Background: an optimization exercise with open tools, aiming at small area. Do not read the settings as production practice. At most, simulation tests tie the RTL to the original design; equivalence was not proved. The clock port is modelled as an ideal driver; clocking choices that lean on that would not hold on a real chip. Power and IR drop assume default switching activity.

main:
==> module path, before the edit <==
module path(clk, rst_n, data1_i, data2_i, valid1_i, valid2_i, data_o, req_o, gnt_i, stop1_o, stop2_o, valid_o);
input clk;
input rst_n;
input [7:0] data1_i;
input [7:0] data2_i;
input valid1_i;
input valid2_i;
input gnt_i;
output req_o;
output stop1_o;
output stop2_o;
output reg [7:0] data_o;
output reg valid_o;
reg [4:0] v;         
reg [3:0] count;     
reg sel;             
reg [7:0] mem0, mem1, mem2, mem3, mem4;
wire empty   = !v[0];
wire full    = v[4];
wire read    = v[0] && gnt_i;
wire blocked = full && !gnt_i;
wire vsel    = sel ? valid2_i : valid1_i;
wire accept  = vsel && !blocked;
wire bypass  = empty && gnt_i && (valid1_i || valid2_i);
wire write   = accept && !bypass;
wire [7:0] din = sel ? data2_i : data1_i;
assign stop1_o = blocked || sel;
assign stop2_o = blocked || !sel;
assign req_o   = v[0] || bypass;
wire go = bypass || read;
wire [6:0] dsel_s = {read & v[4], read & v[3] & !v[4], read & v[2] & !v[3],
                     read & v[1] & !v[2], read & v[0] & !v[1], bypass & accept, !go};
wire [7:0] data_d;
genvar b;
generate
	for (b = 0; b < 8; b = b + 1) begin : bit_
		dsel u_dsel (.s(dsel_s),
		             .m({mem4[b], mem3[b], mem2[b], mem1[b], mem0[b], din[b], data_o[b]}),
		             .d(data_d[b]));
	end
endgenerate
wire up = write & !read;
wire down = read & !write;
wire hold = !(up | down);
wire [4:0] v_d;
assign v_d[0] = up | (down & v[1]) | (hold & v[0]);
assign v_d[4] = (up & v[3]) | (hold & v[4]);
generate
	for (b = 1; b < 4; b = b + 1) begin : vbit_
		vsel u_vsel (.up(up), .down(down), .hold(hold), .below(v[b - 1]),
		             .above(v[b + 1]), .self(v[b]), .d(v_d[b]));
	end
endgenerate
wire a0 = accept & count[0];
always @(posedge clk) begin
	if (write) begin
		mem0 <= din;
		mem1 <= mem0;
		mem2 <= mem1;
		mem3 <= mem2;
		mem4 <= mem3;
	end
end
always @(posedge clk, negedge rst_n) begin
	if (!rst_n) begin
		v <= 5'd0;
		count <= 4'd0;
		sel <= 1'b0;
		data_o <= 8'd0;
		valid_o <= 1'b0;
	end else begin
		v <= v_d;
		count[0] <= count[0] ^ accept;
		count[1] <= count[1] ^ (a0 & !count[3]);
		count[2] <= count[2] ^ (a0 & count[1]);
		count[3] <= count[3] ^ (a0 & ((count[1] & count[2]) | count[3]));
		sel <= sel ^ (a0 & count[3]);
		valid_o <= go;
		data_o <= data_d;
	end
end
endmodule
clock: 5.0 ns
lec_check: 0
cap_margin: 20
core_margin: 2
core_utilization: 40
slew_margin: 20
synth_hierarchical: 1
standard.sh (not shown) runs the stock make flow with config.mk's settings and CLKGATE_MAP_FILE= SYNTH_SCRIPT=/design/flow/synth_recipe.tcl, a recipe that flattens the netlist after the stock synthesis.
==> flow/flow/run.sh <==
#!/bin/bash
# The standard ORFS layout (standard.sh), with changes to what it inserts:
#  - port buffers are the smallest buffer cell (buf_1) instead of clkdlybuf4s50_1;
#  - clock tree synthesis uses clkbuf_4 buffers and inserts no dummy loads;
#    after CTS, flow/shrink.tcl shrinks clock buffers that can be smaller
#    while every flip-flop clock pin stays well under the slew limit;
#  - buffers that synthesis (ABC) inserted are removed at floorplan; the
#    resizer's repair_design puts back what slew and capacitance need.
# The full make output goes to standard.log in this folder; ORFS's per-step
# logs stay under orfs/logs/.
set -euo pipefail
export BUFFER_PORTS_ARGS="-buffer_cell sky130_fd_sc_hd__buf_1"
export CTS_ARGS="-sink_clustering_enable -repair_clock_nets -dont_use_dummy_load -buf_list sky130_fd_sc_hd__clkbuf_4"
export REMOVE_ABC_BUFFERS=1
export POST_CTS_TCL="$PWD/flow/shrink.tcl"
export CLK_SHRINK_CELLS="sky130_fd_sc_hd__clkbuf_1 sky130_fd_sc_hd__clkbuf_2"
export CLK_SHRINK_SLEW_PS=105
bash standard.sh > standard.log 2>&1
Other scripts of this flow, unchanged in this note and not shown: flow/flow/shrink.tcl
--- input diff main..the feature branch ---
--- a/flow/design.v
+++ b/flow/design.v
@@ -24,25 +24,30 @@
 output stop2_o;
 output reg [7:0] data_o;
 output reg valid_o;
-reg [4:0] v;         
+reg [2:0] j;         
 reg [3:0] count;     
 reg sel;             
 reg [7:0] mem0, mem1, mem2, mem3, mem4;
-wire empty   = !v[0];
-wire full    = v[4];
-wire read    = v[0] && gnt_i;
+wire n1 = j[0] & !j[1];
+wire n2 = j[1] & !j[2];
+wire n3 = j[2] & j[0];
+wire n4 = j[1] & !j[0];
+wire n5 = j[2] & !j[1];
+wire nz      = j[0] | j[2];
+wire full    = n5;
+wire read    = nz && gnt_i;
 wire blocked = full && !gnt_i;
 wire vsel    = sel ? valid2_i : valid1_i;
 wire accept  = vsel && !blocked;
-wire bypass  = empty && gnt_i && (valid1_i || valid2_i);
+wire bypass  = !nz && gnt_i && (valid1_i || valid2_i);
 wire write   = accept && !bypass;
 wire [7:0] din = sel ? data2_i : data1_i;
 assign stop1_o = blocked || sel;
 assign stop2_o = blocked || !sel;
-assign req_o   = v[0] || bypass;
+assign req_o   = nz || bypass;
 wire go = bypass || read;
-wire [6:0] dsel_s = {read & v[4], read & v[3] & !v[4], read & v[2] & !v[3],
-                     read & v[1] & !v[2], read & v[0] & !v[1], bypass & accept, !go};
+wire [6:0] dsel_s = {read & n5, read & n4, read & n3, read & n2, read & n1,
+                     bypass & accept, !go};
 wire [7:0] data_d;
 genvar b;
 generate
@@ -55,13 +60,13 @@
 wire up = write & !read;
 wire down = read & !write;
 wire hold = !(up | down);
-wire [4:0] v_d;
-assign v_d[0] = up | (down & v[1]) | (hold & v[0]);
-assign v_d[4] = (up & v[3]) | (hold & v[4]);
+wire [2:0] j_up = {j[1:0], !j[2]};
+wire [2:0] j_down = {!j[0], j[2:1]};
+wire [2:0] j_d;
 generate
-	for (b = 1; b < 4; b = b + 1) begin : vbit_
-		vsel u_vsel (.up(up), .down(down), .hold(hold), .below(v[b - 1]),
-		             .above(v[b + 1]), .self(v[b]), .d(v_d[b]));
+	for (b = 0; b < 3; b = b + 1) begin : jbit_
+		vsel u_vsel (.up(up), .down(down), .hold(hold), .below(j_up[b]),
+		             .above(j_down[b]), .self(j[b]), .d(j_d[b]));
 	end
 endgenerate
 wire a0 = accept & count[0];
@@ -76,13 +81,13 @@
 end
 always @(posedge clk, negedge rst_n) begin
 	if (!rst_n) begin
-		v <= 5'd0;
+		j <= 3'd0;
 		count <= 4'd0;
 		sel <= 1'b0;
 		data_o <= 8'd0;
 		valid_o <= 1'b0;
 	end else begin
-		v <= v_d;
+		j <= j_d;
 		count[0] <= count[0] ^ accept;
 		count[1] <= count[1] ^ (a0 & !count[3]);
 		count[2] <= count[2] ^ (a0 & count[1]);
- The feature branch finished all stages; the layout is clean.
- Of the feature branch and main, it is the feature branch that has the lower die outline height.
- When the feature branch is measured against main, its synthesized area turns out 41 um^2 lower.
- Going from main to the feature branch, the global-route usage was found to have gone up by 0.80 points.
- Cell at the slowest stage of the critical path: sky130_fd_sc_hd__dfrtp_1 -> main, sky130_fd_sc_hd__nor3b_4 -> the feature branch
- Relative to main, wire length of the first global-routing pass increased by 310 um in the feature branch.
- Compared to main, the number of flip-flops in the feature branch is lower.
- The feature branch against main: die area down about 1.7%, power consumption went down by 20 uW, detailed-route wire length on metal 1 -8.3%, pre-CTS setup slack -0.20 ns, cell count along the critical path rose by 2.
- The feature branch: number of placed cells counting well taps is 1 lower than what main reported.
- The feature branch vs main — design area dropped slightly

* * *

The RTL this note starts from:
==> flow/design.v <==
`timescale 1ns/10ps
module dsel(s, m, d);
input [6:0] s;
input [6:0] m;
output d;
wire lo_n, hi_n;
aoi3 u_lo (.s(s[2:0]), .m(m[2:0]), .y_n(lo_n));
aoi3 u_hi (.s(s[5:3]), .m(m[5:3]), .y_n(hi_n));
assign d = !(lo_n & hi_n) | (s[6] & m[6]);
endmodule
module aoi3(s, m, y_n);
input [2:0] s;
input [2:0] m;
output y_n;
assign y_n = !(|(s & m));
endmodule
module vsel(up, down, hold, below, above, self, d);
input up, down, hold, below, above, self;
output d;
assign d = (up & below) | (down & above) | (hold & self);
endmodule
module acc(vsel, full, gnt, accept);
input vsel, full, gnt;
output accept;
assign accept = vsel & !(full & !gnt);
endmodule
`timescale 1ns/10ps
module path(clk, rst_n, data1_i, data2_i, valid1_i, valid2_i, data_o, req_o, gnt_i, stop1_o, stop2_o, valid_o);
input clk;
input rst_n;
input [7:0] data1_i;
input [7:0] data2_i;
input valid1_i;
input valid2_i;
input gnt_i;
output req_o;
output stop1_o;
output stop2_o;
output reg [7:0] data_o;
output reg valid_o;
reg [2:0] j;         
reg [3:0] count;     
reg sel;             
reg [7:0] mem0, mem1, mem2, mem3, mem4;
genvar b;
wire n1 = j[0] & !j[1];
wire n2 = j[1] & !j[2];
wire n3 = j[2] & j[0];
wire n4 = j[1] & !j[0];
wire n5 = j[2] & !j[1];
wire nz      = j[0] | j[2];
wire full    = n5;
wire read    = nz && gnt_i;
wire blocked = full && !gnt_i;
wire vsel    = sel ? valid2_i : valid1_i;
wire accept  = vsel && !blocked;
wire bypass  = !nz && gnt_i && (valid1_i || valid2_i);
wire [2:0] m0_s = {accept & sel, accept & !sel, !accept};
wire [7:0] mem0_d_n;
generate
	for (b = 0; b < 8; b = b + 1) begin : m0bit_
		aoi3 u_m0 (.s(m0_s), .m({data2_i[b], data1_i[b], mem0[b]}), .y_n(mem0_d_n[b]));
	end
endgenerate
wire [7:0] mem0_d = ~mem0_d_n;
assign stop1_o = blocked || sel;
assign stop2_o = blocked || !sel;
assign req_o   = nz || (gnt_i && (valid1_i || valid2_i));
wire go = gnt_i && (nz || valid1_i || valid2_i);
wire [6:0] dsel_s = {gnt_i & n5, gnt_i & n4, gnt_i & n3, gnt_i & n2, gnt_i & n1,
                     gnt_i & !nz & vsel, !go};
wire [7:0] data_d;
generate
	for (b = 0; b < 8; b = b + 1) begin : bit_
		dsel u_dsel (.s(dsel_s),
		             .m({mem4[b], mem3[b], mem2[b], mem1[b], mem0[b], mem0_d[b], data_o[b]}),
		             .d(data_d[b]));
	end
endgenerate
wire up = vsel & !gnt_i & !full;
wire down = nz & gnt_i & !vsel;
wire hold = !(up | down);
wire [2:0] j_up = {j[1:0], !j[2]};
wire [2:0] j_down = {!j[0], j[2:1]};
wire [2:0] j_d;
generate
	for (b = 0; b < 3; b = b + 1) begin : jbit_
		vsel u_vsel (.up(up), .down(down), .hold(hold), .below(j_up[b]),
		             .above(j_down[b]), .self(j[b]), .d(j_d[b]));
	end
endgenerate
wire a0 = accept & count[0];
wire shift_lo, shift_hi;
acc u_acc_lo (.vsel(vsel), .full(full), .gnt(gnt_i), .accept(shift_lo));
acc u_acc_hi (.vsel(vsel), .full(full), .gnt(gnt_i), .accept(shift_hi));
always @(posedge clk) begin
	mem0 <= mem0_d;
	if (shift_lo) begin
		mem1 <= mem0;
		mem2 <= mem1;
	end
	if (shift_hi) begin
		mem3 <= mem2;
		mem4 <= mem3;
	end
end
always @(posedge clk, negedge rst_n) begin
	if (!rst_n) begin
		j <= 3'd0;
		count <= 4'd0;
		sel <= 1'b0;
		data_o <= 8'd0;
		valid_o <= 1'b0;
	end else begin
		j <= j_d;
		count[0] <= count[0] ^ accept;
		count[1] <= count[1] ^ (a0 & !count[3]);
		count[2] <= count[2] ^ (a0 & count[1]);
		count[3] <= count[3] ^ (a0 & ((count[1] & count[2]) | count[3]));
		sel <= sel ^ (a0 & count[3]);
		valid_o <= go;
		data_o <= data_d;
	end
end
endmodule
==> flow/config.mk <==
export PLATFORM = sky130hd
export DESIGN_NAME = path
export DESIGN_NICKNAME = path
export VERILOG_FILES = /design/flow/design.v
export SDC_FILE = /design/flow/constraint.sdc
export NUM_CORES = 4
export LEC_CHECK = 0
export CAP_MARGIN = 20
export CORE_MARGIN = 2
export CORE_UTILIZATION = 40
export SLEW_MARGIN = 20
export SYNTH_HIERARCHICAL = 1
==> flow/constraint.sdc <==
create_clock -name core_clock -period 5.0 [get_ports {clk}]
set_input_delay 1.0000 -clock core_clock [delete_from_list [all_inputs] [get_ports {clk}]]
set_output_delay 1.0000 -clock core_clock [all_outputs]
set_load 0.01 [all_outputs]
==> flow/flow/run.sh <==
#!/bin/bash
# The standard ORFS layout (standard.sh), with changes to what it inserts:
#  - port buffers are the smallest buffer cell (buf_1) instead of clkdlybuf4s50_1;
#  - clock tree synthesis uses clkbuf_4 buffers and inserts no dummy loads;
#    after CTS, flow/shrink.tcl shrinks clock buffers that can be smaller
#    while every flip-flop clock pin stays well under the slew limit;
#  - buffers that synthesis (ABC) inserted are removed at floorplan; the
#    resizer's repair_design puts back what slew and capacitance need;
#  - before CTS, flow/recover.tcl downsizes gates with timing slack to spare
#    (not the drivers of nets with many loads)
#    and repairs slew and capacitance again.
# The full make output goes to standard.log in this folder; ORFS's per-step
# logs stay under orfs/logs/.
set -euo pipefail
export BUFFER_PORTS_ARGS="-buffer_cell sky130_fd_sc_hd__buf_1"
export CTS_ARGS="-sink_clustering_enable -repair_clock_nets -dont_use_dummy_load -buf_list sky130_fd_sc_hd__clkbuf_4"
export REMOVE_ABC_BUFFERS=1
export PRE_CTS_TCL="$PWD/flow/recover.tcl"
export POST_CTS_TCL="$PWD/flow/shrink.tcl"
export CLK_SHRINK_CELLS="sky130_fd_sc_hd__clkbuf_1 sky130_fd_sc_hd__clkbuf_2"
export CLK_SHRINK_SLEW_PS=105
bash standard.sh > standard.log 2>&1
Other scripts of this flow, unchanged in this note and not shown: flow/flow/recover.tcl, flow/flow/shrink.tcl
Change:
--- a/flow/design.v
+++ b/flow/design.v
@@ -17,15 +17,10 @@
 module vsel(up, down, hold, below, above, self, d);
 input up, down, hold, below, above, self;
 output d;
 assign d = (up & below) | (down & above) | (hold & self);
 endmodule
-module acc(vsel, full, gnt, accept);
-input vsel, full, gnt;
-output accept;
-assign accept = vsel & !(full & !gnt);
-endmodule
 `timescale 1ns/10ps
 module path(clk, rst_n, data1_i, data2_i, valid1_i, valid2_i, data_o, req_o, gnt_i, stop1_o, stop2_o, valid_o);
 input clk;
 input rst_n;
 input [7:0] data1_i;
@@ -40,11 +35,10 @@
 output reg valid_o;
 reg [2:0] j;         
 reg [3:0] count;     
 reg sel;             
 reg [7:0] mem0, mem1, mem2, mem3, mem4;
-genvar b;
 wire n1 = j[0] & !j[1];
 wire n2 = j[1] & !j[2];
 wire n3 = j[2] & j[0];
 wire n4 = j[1] & !j[0];
 wire n5 = j[2] & !j[1];
@@ -53,29 +47,24 @@
 wire read    = nz && gnt_i;
 wire blocked = full && !gnt_i;
 wire vsel    = sel ? valid2_i : valid1_i;
 wire accept  = vsel && !blocked;
 wire bypass  = !nz && gnt_i && (valid1_i || valid2_i);
-wire [2:0] m0_s = {accept & sel, accept & !sel, !accept};
-wire [7:0] mem0_d_n;
-generate
-	for (b = 0; b < 8; b = b + 1) begin : m0bit_
-		aoi3 u_m0 (.s(m0_s), .m({data2_i[b], data1_i[b], mem0[b]}), .y_n(mem0_d_n[b]));
-	end
-endgenerate
-wire [7:0] mem0_d = ~mem0_d_n;
+wire write   = vsel && (nz ? !blocked : !gnt_i);
+wire [7:0] din = sel ? data2_i : data1_i;
 assign stop1_o = blocked || sel;
 assign stop2_o = blocked || !sel;
 assign req_o   = nz || (gnt_i && (valid1_i || valid2_i));
 wire go = gnt_i && (nz || valid1_i || valid2_i);
 wire [6:0] dsel_s = {gnt_i & n5, gnt_i & n4, gnt_i & n3, gnt_i & n2, gnt_i & n1,
                      gnt_i & !nz & vsel, !go};
 wire [7:0] data_d;
+genvar b;
 generate
 	for (b = 0; b < 8; b = b + 1) begin : bit_
 		dsel u_dsel (.s(dsel_s),
-		             .m({mem4[b], mem3[b], mem2[b], mem1[b], mem0[b], mem0_d[b], data_o[b]}),
+		             .m({mem4[b], mem3[b], mem2[b], mem1[b], mem0[b], din[b], data_o[b]}),
 		             .d(data_d[b]));
 	end
 endgenerate
 wire up = vsel & !gnt_i & !full;
 wire down = nz & gnt_i & !vsel;
@@ -88,20 +77,15 @@
 		vsel u_vsel (.up(up), .down(down), .hold(hold), .below(j_up[b]),
 		             .above(j_down[b]), .self(j[b]), .d(j_d[b]));
 	end
 endgenerate
 wire a0 = accept & count[0];
-wire shift_lo, shift_hi;
-acc u_acc_lo (.vsel(vsel), .full(full), .gnt(gnt_i), .accept(shift_lo));
-acc u_acc_hi (.vsel(vsel), .full(full), .gnt(gnt_i), .accept(shift_hi));
 always @(posedge clk) begin
-	mem0 <= mem0_d;
-	if (shift_lo) begin
+	if (write) begin
+		mem0 <= din;
 		mem1 <= mem0;
 		mem2 <= mem1;
-	end
-	if (shift_hi) begin
 		mem3 <= mem2;
 		mem4 <= mem3;
 	end
 end
 always @(posedge clk, negedge rst_n) begin
- The new run ran to the end with no violations
- global-route usage came out lower by 1.3 points
- sequential cell count does not change
- worst setup slack gets better by 0.028 ns
- combinational power went down by 12%
- critical path depth stays the same
- power came out lower by 3.5%
- routed wire length shrinks by 6.7%
- via count falls by 6.9%
- utilization went down by 2.2 points
- die area goes up by 2.0%
- cell count drops by 6.6%
- non-clock buffer count went down by 4
- first-iteration DRC count went up by 5.3%
No functional check of the RTL was part of the first run of this note.

separate check: timing with driven ports:
Ports are ideal in the flow. The routed layouts listed here were re-timed in OpenROAD.
Step 1 sets driving cells, clkbuf_16 on the clock port and buf_2 on the other inputs (assumed; they add their load-dependent delay and slew).
Step 2 moves the port delays by t, midway between the first and last clock arrival at a register: inputs arrive t later, outputs are due t later. That takes back most of the time a late clock gives input paths.
a / b / c = ideal / step 1 / step 2; a / b = the first two.
run	t (ns)	slack for setup (ns)	clock arrival spread, ns	worst data-port slew with drivers (ns)	cell pins on the clock port's net
main	0.639	2.270 / 2.243 / 2.166	0.055 / 0.056	0.03	1
the feature branch	0.381	2.145 / 2.126 / 2.022	0.027 / 0.027	0.03	1
the first run of note 2	0.645	2.147 / 2.126 / 2.126	0.063 / 0.063	0.04	1
the second run of note 2	0.603	2.175 / 2.149 / 2.149	0.043 / 0.043	0.03	1
After both steps setup and hold are still met in every run listed. The setup slack of the feature branch, which loses most, moves by -0.019 ns with the drivers and by -0.123 ns with both steps.
